This design comes from an exercise in tuning for small area, a short achievable clock period and few clock cycles per item on the open sky130 flow, not from production work.
At most, simulation tests tie the RTL to the original design; equivalence was not proved.

==> job 9755 <==
==> flow/design.v (excerpt) <==
module DMAC_TOP #(
  parameter integer C_S_AXI_CONTROL_ADDR_WIDTH = 12 ,
  parameter integer C_S_AXI_CONTROL_DATA_WIDTH = 32
)(
    input  wire                                    ap_clk,
    input  wire                                    ap_rstn,
    input  wire                                    s_axi_control_awvalid,
    output wire                                    s_axi_control_awready,
    input  wire [C_S_AXI_CONTROL_ADDR_WIDTH-1:0]   s_axi_control_awaddr ,
    input  wire                                    s_axi_control_wvalid ,
    output wire                                    s_axi_control_wready ,
    input  wire [C_S_AXI_CONTROL_DATA_WIDTH-1:0]   s_axi_control_wdata  ,
    input  wire [C_S_AXI_CONTROL_DATA_WIDTH/8-1:0] s_axi_control_wstrb  ,
    input  wire                                    s_axi_control_arvalid,
    output wire                                    s_axi_control_arready,
    input  wire [C_S_AXI_CONTROL_ADDR_WIDTH-1:0]   s_axi_control_araddr ,
    output wire                                    s_axi_control_rvalid ,
    input  wire                                    s_axi_control_rready ,
    output wire [C_S_AXI_CONTROL_DATA_WIDTH-1:0]   s_axi_control_rdata  ,
    output wire [2-1:0]                            s_axi_control_rresp  ,
    output wire                                    s_axi_control_bvalid ,
    input  wire                                    s_axi_control_bready ,
    output wire [2-1:0]                            s_axi_control_bresp  ,
    output  wire    [3:0]       m_axi_awid,
    output  wire    [31:0]      m_axi_awaddr,
    output  wire    [7:0]       m_axi_awlen,
    output  wire    [2:0]       m_axi_awsize,
    output  wire    [1:0]       m_axi_awburst,
    output  wire                m_axi_awvalid,
    input   wire                m_axi_awready,
    output  wire                m_axi_awlock,
    output  wire    [3:0]       m_axi_awcache,
    output  wire    [2:0]       m_axi_awprot,
    output  wire    [3:0]       m_axi_awqos,
    output  wire    [3:0]       m_axi_awregion,
    output  wire    [255:0]      m_axi_wdata,
    output  wire    [31:0]       m_axi_wstrb,
    output  wire                m_axi_wlast,
    output  wire                m_axi_wvalid,
    input   wire                m_axi_wready,
    input   wire    [3:0]       m_axi_bid,
    input   wire    [1:0]       m_axi_bresp,
    input   wire                m_axi_bvalid,
    output  wire                m_axi_bready,
    output  wire    [3:0]       m_axi_arid,
    output  wire    [31:0]      m_axi_araddr,
    output  wire    [7:0]       m_axi_arlen,
    output  wire    [2:0]       m_axi_arsize,
    output  wire    [1:0]       m_axi_arburst,
    output  wire                m_axi_arvalid,
    input   wire                m_axi_arready,
    output  wire                m_axi_arlock,
    output  wire    [3:0]       m_axi_arcache,
    output  wire    [2:0]       m_axi_arprot,
    output  wire    [3:0]       m_axi_arqos,
    output  wire    [3:0]       m_axi_arregion,
    input   wire    [3:0]       m_axi_rid,
    input   wire    [255:0]      m_axi_rdata,
    input   wire    [1:0]       m_axi_rresp,
    input   wire                m_axi_rlast,
    input   wire                m_axi_rvalid,
    output  wire                m_axi_rready
);
==> module s_axi_control, before the edit <==
module s_axi_control
#(parameter
    C_S_AXI_ADDR_WIDTH = 6,
    C_S_AXI_DATA_WIDTH = 32
)(
    input  wire                          ACLK,
    input  wire                          ARESET,
    input  wire                          ACLK_EN,
    input  wire [C_S_AXI_ADDR_WIDTH-1:0] AWADDR,
    input  wire                          AWVALID,
    output wire                          AWREADY,
    input  wire [C_S_AXI_DATA_WIDTH-1:0] WDATA,
    input  wire [C_S_AXI_DATA_WIDTH/8-1:0] WSTRB,
    input  wire                          WVALID,
    output wire                          WREADY,
    output wire [1:0]                    BRESP,
    output wire                          BVALID,
    input  wire                          BREADY,
    input  wire [C_S_AXI_ADDR_WIDTH-1:0] ARADDR,
    input  wire                          ARVALID,
    output wire                          ARREADY,
    output wire [C_S_AXI_DATA_WIDTH-1:0] RDATA,
    output wire [1:0]                    RRESP,
    output wire                          RVALID,
    input  wire                          RREADY,
    output wire                          user_start,    
    input  wire                          user_done,     
    output wire                          user_busy,
    output wire [31:0]                   byte_len,
    output wire [31:0]                   src_addr,
    output wire [31:0]                   dst_addr
);
localparam
    ADDR_USER_CTRL       = 6'h10,
    ADDR_BYTE_LEN_DATA   = 6'h14,
    ADDR_SRC_DATA        = 6'h18,
    ADDR_DST_DATA        = 6'h1c;
reg         aw_held;                     
reg         bvalid;
reg  [3:0]  wsel;                        
wire        w_hs;
assign AWREADY = !aw_held & !bvalid;
assign WREADY  = aw_held;
assign BVALID  = bvalid;
assign BRESP   = 2'b00;
assign w_hs    = WVALID & aw_held;
always @(posedge ACLK) begin
    if (ARESET) begin
        aw_held <= 1'b0;
        bvalid  <= 1'b0;
        wsel    <= 4'd0;
    end else begin
        if (AWVALID & AWREADY) begin
            aw_held <= 1'b1;
            wsel    <= { AWADDR[5:0] == ADDR_DST_DATA,
                         AWADDR[5:0] == ADDR_SRC_DATA,
                         AWADDR[5:0] == ADDR_BYTE_LEN_DATA,
                         AWADDR[5:0] == ADDR_USER_CTRL };
        end
        if (w_hs) begin
            aw_held <= 1'b0;
            bvalid  <= 1'b1;
        end else if (BREADY) begin
            bvalid  <= 1'b0;
        end
    end
end
reg  [31:0] byte_len_reg;
reg  [31:0] src_addr_reg;
reg  [31:0] dst_addr_reg;
reg         start_f;
reg         done_f;
reg         idle_f;
always @(posedge ACLK) begin
    if (ARESET) begin
        byte_len_reg <= 32'd0;
        src_addr_reg <= 32'd0;
        dst_addr_reg <= 32'd0;
    end else begin
        for (int b = 0; b < 4; b++) begin
            if (w_hs & wsel[1] & WSTRB[b]) byte_len_reg[b*8 +: 8] <= WDATA[b*8 +: 8];
            if (w_hs & wsel[2] & WSTRB[b]) src_addr_reg[b*8 +: 8] <= WDATA[b*8 +: 8];
            if (w_hs & wsel[3] & WSTRB[b]) dst_addr_reg[b*8 +: 8] <= WDATA[b*8 +: 8];
        end
    end
end
assign user_start = w_hs & wsel[0] & WSTRB[0] & WDATA[0] & !start_f;
assign user_busy  = start_f;
assign byte_len   = byte_len_reg;
assign src_addr   = src_addr_reg;
assign dst_addr   = dst_addr_reg;
reg         rvalid;
reg  [31:0] rdata;
wire        ar_hs;
wire [5:0]  raddr;
wire        rd_ctrl;
assign ARREADY = !rvalid;
assign RVALID  = rvalid;
assign RDATA   = rdata;
assign RRESP   = 2'b00;
assign ar_hs   = ARVALID & !rvalid;
assign raddr   = ARADDR[5:0];
assign rd_ctrl = ar_hs & (raddr == ADDR_USER_CTRL);
wire   rd_len  = ar_hs & (raddr == ADDR_BYTE_LEN_DATA);
wire   rd_src  = ar_hs & (raddr == ADDR_SRC_DATA);
wire   rd_dst  = ar_hs & (raddr == ADDR_DST_DATA);
wire   rd_keep = !(rd_ctrl | rd_len | rd_src | rd_dst);
always @(posedge ACLK) begin
    if (ARESET) begin
        rvalid <= 1'b0;
        rdata  <= 32'd0;
    end else begin
        if (ar_hs)
            rvalid <= 1'b1;
        else if (RREADY)
            rvalid <= 1'b0;
        rdata <= ({32{rd_len}}  & byte_len_reg)
               | ({32{rd_src}}  & src_addr_reg)
               | ({32{rd_dst}}  & dst_addr_reg)
               | ({32{rd_keep}} & rdata)
               | ({32{rd_ctrl}} & {rdata[31:3], idle_f, done_f | user_done, start_f & !user_done});
    end
end
always @(posedge ACLK) begin
    if (ARESET) begin
        start_f <= 1'b0;
        done_f  <= 1'b0;
        idle_f  <= 1'b0;
    end else begin
        if (user_start)
            start_f <= 1'b1;
        else if (user_done)
            start_f <= 1'b0;
        done_f  <= (done_f | user_done) & !rd_ctrl;
        idle_f  <= !start_f;
    end
end
endmodule
==> module DMAC_ENGINE, before the edit <==
module DMAC_ENGINE
(
    input   wire                clk,
    input   wire                rst_n,   
    input   wire    [31:0]      src_addr_i,
    input   wire    [31:0]      dst_addr_i,
    input   wire    [31:0]      byte_len_i,
    input   wire                start_i,     
    output  wire                done_o,      
    output  wire    [31:0]      awaddr_o,
    output  wire    [7:0]       awlen_o,
    output  wire                awvalid_o,
    input   wire                awready_i,
    output  wire    [255:0]     wdata_o,
    output  wire                wlast_o,
    output  wire                wvalid_o,
    input   wire                wready_i,
    input   wire                bvalid_i,
    output  wire    [31:0]      araddr_o,
    output  wire    [7:0]       arlen_o,
    output  wire                arvalid_o,
    input   wire                arready_i,
    input   wire    [255:0]     rdata_i,
    input   wire                rlast_i,
    input   wire                rvalid_i,
    output  wire                rready_o
);
    reg                 s_ar,        
                        s_aw,        
                        s_nx,        
                        s_wb;        
    reg     [18:0]      bcnt;        
    reg     [18:0]      hi;          
    reg                 last;        
    reg     [1:0]       wout;        
    wire    [18:0]      nfull   = byte_len_i[31:13];     
    wire    [7:0]       nlast   = byte_len_i[12:5];      
    wire                at_last = (bcnt == nfull);
    wire                ar_hs   = s_ar & arready_i;
    wire                aw_hs   = s_aw & awready_i;
    wire    [18:0]      hi_sum  = (s_ar ? dst_addr_i[31:13] : src_addr_i[31:13]) + bcnt;
    wire                fin     = (wout == 2'd0) | ((wout == 2'd1) & bvalid_i);
    wire                idle    = !(s_ar | s_aw | s_nx | s_wb);
    always @(posedge clk) begin
        if (!rst_n) begin
            s_ar    <= 1'b0;
            s_aw    <= 1'b0;
            s_nx    <= 1'b0;
            s_wb    <= 1'b0;
            bcnt    <= 19'd0;
            hi      <= 19'd0;
            last    <= 1'b0;
            wout    <= 2'd0;
        end else begin
            if (idle | ar_hs | s_nx)
                hi      <= hi_sum;
            if (idle | s_nx)
                last    <= at_last;
            if (start_i)
                s_ar    <= 1'b1;
            if (ar_hs) begin
                s_ar    <= 1'b0;
                s_aw    <= 1'b1;
            end
            if (aw_hs) begin
                s_aw    <= 1'b0;
                if (last) begin
                    s_wb    <= 1'b1;
                end else begin
                    s_nx    <= 1'b1;
                    bcnt    <= bcnt + 19'd1;
                end
            end
            if (s_nx) begin
                if (at_last & (nlast == 8'd0)) begin
                    s_nx    <= 1'b0;
                    s_wb    <= 1'b1;
                end else if (wout != 2'd3) begin
                    s_nx    <= 1'b0;
                    s_ar    <= 1'b1;
                end
            end
            if (s_wb & fin) begin
                s_wb    <= 1'b0;
                bcnt    <= 19'd0;
            end
            wout <= wout + {1'b0, aw_hs} - {1'b0, bvalid_i};
        end
    end
    assign done_o    = s_wb & fin;
    assign araddr_o  = { hi, src_addr_i[12:5], 5'd0 };
    assign awaddr_o  = { hi, dst_addr_i[12:5], 5'd0 };
    assign arlen_o   = last ? nlast - 8'd1 : 8'hFF;
    assign awlen_o   = arlen_o;
    assign arvalid_o = s_ar;
    assign awvalid_o = s_aw;
    assign wdata_o   = rdata_i;
    assign wlast_o   = rlast_i;
    assign wvalid_o  = rvalid_i;
    assign rready_o  = wready_i;
endmodule
clock: 10.0 ns
lec_check: 0
cap_margin: 20
core_area: 2 2 278 278
die_area: 0 0 280 280
place_density: 0.6
slew_margin: 20
standard.sh (not shown) runs the stock make flow with config.mk's settings and CLKGATE_MAP_FILE= SYNTH_SCRIPT=/design/flow/synth_recipe.tcl, a recipe that flattens the netlist after the stock synthesis.
==> flow/flow/run.sh <==
#!/bin/bash
# The standard layout (standard.sh: unchanged synthesis, floorplan, power grid and
# routing), with these settings changed:
#  - the port buffers that global placement inserts are buf_1 cells, not the
#    slow delay-buffer cell buffer_ports picks by default;
#  - clock tree synthesis uses clkbuf_4/clkbuf_8 and adds no dummy loads;
#  - the constant outputs share one tie cell per value instead of one each;
#  - timing repair aims for 6.0 ns of setup slack instead of 0, so it sizes and
#    buffers paths down toward the 4 ns that the port delays leave.
# The clock, its period and the I/O constraints are the standard flow's, untouched.
set -euo pipefail
export BUFFER_PORTS_ARGS="-buffer_cell sky130_fd_sc_hd__buf_1"
export CTS_ARGS="-sink_clustering_enable -repair_clock_nets -dont_use_dummy_load -buf_list {sky130_fd_sc_hd__clkbuf_4 sky130_fd_sc_hd__clkbuf_8}"
export SETUP_SLACK_MARGIN=6.0
export SKIP_REPAIR_TIE_FANOUT=1
bash standard.sh finish > standard.log 2>&1
==> job 7498 (differences from job 9755) <==
--- a/flow/flow/run.sh
+++ b/flow/flow/run.sh
@@ -6,3 +6,2 @@
 #  - clock tree synthesis uses clkbuf_4/clkbuf_8 and adds no dummy loads;
-#  - the constant outputs share one tie cell per value instead of one each;
 #  - timing repair aims for 6.0 ns of setup slack instead of 0, so it sizes and
@@ -14,3 +13,2 @@
 export SETUP_SLACK_MARGIN=6.0
-export SKIP_REPAIR_TIE_FANOUT=1
 bash standard.sh finish > standard.log 2>&1
--- a/flow/config.mk
+++ b/flow/config.mk
@@ -8,4 +8,4 @@
 export CAP_MARGIN = 20
-export CORE_AREA = 2 2 278 278
-export DIE_AREA = 0 0 280 280
+export CORE_AREA = 2 2 288 288
+export DIE_AREA = 0 0 290 290
 export PLACE_DENSITY = 0.6
==> job 1931 (differences from job 9755) <==
--- a/flow/design.v
+++ b/flow/design.v
@@ -103,2 +103,3 @@
 wire        w_hs;
+wire [31:0] wmask;
 assign AWREADY = !aw_held & !bvalid;
@@ -108,2 +109,3 @@
 assign w_hs    = WVALID & aw_held;
+assign wmask   = { {8{WSTRB[3]}}, {8{WSTRB[2]}}, {8{WSTRB[1]}}, {8{WSTRB[0]}} };
 always @(posedge ACLK) begin
@@ -140,8 +142,6 @@
         dst_addr_reg <= 32'd0;
-    end else begin
-        for (int b = 0; b < 4; b++) begin
-            if (w_hs & wsel[1] & WSTRB[b]) byte_len_reg[b*8 +: 8] <= WDATA[b*8 +: 8];
-            if (w_hs & wsel[2] & WSTRB[b]) src_addr_reg[b*8 +: 8] <= WDATA[b*8 +: 8];
-            if (w_hs & wsel[3] & WSTRB[b]) dst_addr_reg[b*8 +: 8] <= WDATA[b*8 +: 8];
-        end
+    end else if (w_hs) begin
+        if (wsel[1]) byte_len_reg <= (WDATA & wmask) | (byte_len_reg & ~wmask);
+        if (wsel[2]) src_addr_reg <= (WDATA & wmask) | (src_addr_reg & ~wmask);
+        if (wsel[3]) dst_addr_reg <= (WDATA & wmask) | (dst_addr_reg & ~wmask);
     end
@@ -165,6 +165,2 @@
 assign rd_ctrl = ar_hs & (raddr == ADDR_USER_CTRL);
-wire   rd_len  = ar_hs & (raddr == ADDR_BYTE_LEN_DATA);
-wire   rd_src  = ar_hs & (raddr == ADDR_SRC_DATA);
-wire   rd_dst  = ar_hs & (raddr == ADDR_DST_DATA);
-wire   rd_keep = !(rd_ctrl | rd_len | rd_src | rd_dst);
 always @(posedge ACLK) begin
@@ -178,7 +174,11 @@
             rvalid <= 1'b0;
-        rdata <= ({32{rd_len}}  & byte_len_reg)
-               | ({32{rd_src}}  & src_addr_reg)
-               | ({32{rd_dst}}  & dst_addr_reg)
-               | ({32{rd_keep}} & rdata)
-               | ({32{rd_ctrl}} & {rdata[31:3], idle_f, done_f | user_done, start_f & !user_done});
+        if (ar_hs) begin
+            case (raddr)
+                ADDR_USER_CTRL:     rdata[2:0] <= { idle_f, done_f | user_done, start_f & !user_done };
+                ADDR_BYTE_LEN_DATA: rdata      <= byte_len_reg;
+                ADDR_SRC_DATA:      rdata      <= src_addr_reg;
+                ADDR_DST_DATA:      rdata      <= dst_addr_reg;
+                default: ;
+            endcase
+        end
     end
==> flow/flow/run.sh (replaced) <==
#!/bin/bash
# The standard layout (standard.sh: unchanged synthesis, floorplan, power grid and
# routing), with these settings changed:
#  - the port buffers that global placement inserts are buf_1 cells, not the
#    slow delay-buffer cell buffer_ports picks by default;
#  - clock tree synthesis uses clkbuf_4/clkbuf_8, clusters of at most 10 sinks within 50 um, and adds no dummy loads;
#  - timing repair aims for 6.0 ns of setup slack instead of 0, so it sizes and
#    buffers paths down toward the 4 ns that the port delays leave.
# The clock, its period and the I/O constraints are the standard flow's, untouched.
set -euo pipefail
export BUFFER_PORTS_ARGS="-buffer_cell sky130_fd_sc_hd__buf_1"
export CTS_ARGS="-sink_clustering_enable -sink_clustering_size 10 -sink_clustering_max_diameter 50 -repair_clock_nets -dont_use_dummy_load -buf_list {sky130_fd_sc_hd__clkbuf_4 sky130_fd_sc_hd__clkbuf_8}"
export SETUP_SLACK_MARGIN=6.0
bash standard.sh finish > standard.log 2>&1
--- a/flow/config.mk
+++ b/flow/config.mk
@@ -8,4 +8,4 @@
 export CAP_MARGIN = 20
-export CORE_AREA = 2 2 278 278
-export DIE_AREA = 0 0 280 280
+export CORE_AREA = 2 2 288 288
+export DIE_AREA = 0 0 290 290
 export PLACE_DENSITY = 0.6
==> job 1110 (differences from job 9755) <==
--- a/flow/design.v
+++ b/flow/design.v
@@ -103,2 +103,3 @@
 wire        w_hs;
+wire [31:0] wmask;
 assign AWREADY = !aw_held & !bvalid;
@@ -108,2 +109,3 @@
 assign w_hs    = WVALID & aw_held;
+assign wmask   = { {8{WSTRB[3]}}, {8{WSTRB[2]}}, {8{WSTRB[1]}}, {8{WSTRB[0]}} };
 always @(posedge ACLK) begin
@@ -140,8 +142,6 @@
         dst_addr_reg <= 32'd0;
-    end else begin
-        for (int b = 0; b < 4; b++) begin
-            if (w_hs & wsel[1] & WSTRB[b]) byte_len_reg[b*8 +: 8] <= WDATA[b*8 +: 8];
-            if (w_hs & wsel[2] & WSTRB[b]) src_addr_reg[b*8 +: 8] <= WDATA[b*8 +: 8];
-            if (w_hs & wsel[3] & WSTRB[b]) dst_addr_reg[b*8 +: 8] <= WDATA[b*8 +: 8];
-        end
+    end else if (w_hs) begin
+        if (wsel[1]) byte_len_reg <= (WDATA & wmask) | (byte_len_reg & ~wmask);
+        if (wsel[2]) src_addr_reg <= (WDATA & wmask) | (src_addr_reg & ~wmask);
+        if (wsel[3]) dst_addr_reg <= (WDATA & wmask) | (dst_addr_reg & ~wmask);
     end
@@ -165,6 +165,2 @@
 assign rd_ctrl = ar_hs & (raddr == ADDR_USER_CTRL);
-wire   rd_len  = ar_hs & (raddr == ADDR_BYTE_LEN_DATA);
-wire   rd_src  = ar_hs & (raddr == ADDR_SRC_DATA);
-wire   rd_dst  = ar_hs & (raddr == ADDR_DST_DATA);
-wire   rd_keep = !(rd_ctrl | rd_len | rd_src | rd_dst);
 always @(posedge ACLK) begin
@@ -178,7 +174,11 @@
             rvalid <= 1'b0;
-        rdata <= ({32{rd_len}}  & byte_len_reg)
-               | ({32{rd_src}}  & src_addr_reg)
-               | ({32{rd_dst}}  & dst_addr_reg)
-               | ({32{rd_keep}} & rdata)
-               | ({32{rd_ctrl}} & {rdata[31:3], idle_f, done_f | user_done, start_f & !user_done});
+        if (ar_hs) begin
+            case (raddr)
+                ADDR_USER_CTRL:     rdata[2:0] <= { idle_f, done_f | user_done, start_f & !user_done };
+                ADDR_BYTE_LEN_DATA: rdata      <= byte_len_reg;
+                ADDR_SRC_DATA:      rdata      <= src_addr_reg;
+                ADDR_DST_DATA:      rdata      <= dst_addr_reg;
+                default: ;
+            endcase
+        end
     end
@@ -234,3 +234,3 @@
     reg     [18:0]      hi;          
-    reg                 last;        
+    reg     [7:0]       len;         
     reg     [1:0]       wout;        
@@ -252,3 +252,3 @@
             hi      <= 19'd0;
-            last    <= 1'b0;
+            len     <= 8'd0;
             wout    <= 2'd0;
@@ -258,3 +258,3 @@
             if (idle | s_nx)
-                last    <= at_last;
+                len     <= at_last ? nlast - 8'd1 : 8'hFF;
             if (start_i)
@@ -267,3 +267,3 @@
                 s_aw    <= 1'b0;
-                if (last) begin
+                if (at_last) begin
                     s_wb    <= 1'b1;
@@ -293,3 +293,3 @@
     assign awaddr_o  = { hi, dst_addr_i[12:5], 5'd0 };
-    assign arlen_o   = last ? nlast - 8'd1 : 8'hFF;
+    assign arlen_o   = len;
     assign awlen_o   = arlen_o;
==> flow/flow/run.sh (replaced) <==
#!/bin/bash
# The standard layout (standard.sh: unchanged synthesis, floorplan, power grid and
# routing), with these settings changed:
#  - the port buffers that global placement inserts are buf_1 cells, not the
#    slow delay-buffer cell buffer_ports picks by default;
#  - clock tree synthesis uses clkbuf_8/clkbuf_16 and adds no dummy loads;
#  - timing repair aims for 5.9 ns of setup slack instead of 0, so it sizes and
#    buffers paths down toward the 4 ns that the port delays leave.
# The clock, its period and the I/O constraints are the standard flow's, untouched.
set -euo pipefail
export BUFFER_PORTS_ARGS="-buffer_cell sky130_fd_sc_hd__buf_1"
export CTS_ARGS="-sink_clustering_enable -repair_clock_nets -dont_use_dummy_load -buf_list {sky130_fd_sc_hd__clkbuf_8 sky130_fd_sc_hd__clkbuf_16}"
export SETUP_SLACK_MARGIN=5.9
bash standard.sh finish > standard.log 2>&1
--- a/flow/config.mk
+++ b/flow/config.mk
@@ -8,4 +8,4 @@
 export CAP_MARGIN = 20
-export CORE_AREA = 2 2 278 278
-export DIE_AREA = 0 0 280 280
+export CORE_AREA = 2 2 288 288
+export DIE_AREA = 0 0 290 290
 export PLACE_DENSITY = 0.6
==> comparison <==
- Fmax: job 1110 > job 1931 > job 7498 > job 9755.
- In job 1110 the synthesized area is higher than in job 9755, by 7.2%.
- Of job 7498 and job 1110, job 7498 has the higher critical path depth (gap 6).
- Worst setup slack, highest first: job 1110, job 1931, job 7498, job 9755.
Testbench counts of job 9755, summed over its fixed seeds: cycles 9,168, beats 6,955.
Testbench counts of job 7498, summed over its fixed seeds: cycles 9,168, beats 6,955.
No functional check of the RTL was part of job 1931 and job 1110.

-- re-timing with driven ports --
The results above use ideal ports. As a check the final layouts listed here were re-extracted and re-timed, cells and wires unchanged. Step 1 sets driving cells, clkbuf_16 on the clock port and buf_2 on the other inputs (assumed; they add their load-dependent delay and slew). Step 2 moves the port delays by t, midway between the first and last clock arrival at a register: inputs arrive t later, outputs are due t later. That takes back most of the time a late clock gives input paths. a / b / c = no drivers / after step 1 / after step 2; a / b = the first two.
run | t, ns | slack for setup (ns) | worst data-port slew with drivers (ns)
job 9755 | 0.538 | 5.895 / 5.839 / 5.649 | 0.27
job 7498 | 0.553 | 5.989 / 5.875 / 5.710 | 0.17
job 1931 | 0.558 | 5.998 / 5.878 / 5.622 | 0.17
job 1110 | 0.495 | 5.998 / 5.877 / 5.611 | 0.17
After both steps setup and hold are still met in every run listed. For job 1110, which loses most, drivers alone change the setup slack by -0.121 ns; drivers and shift together by -0.387 ns.
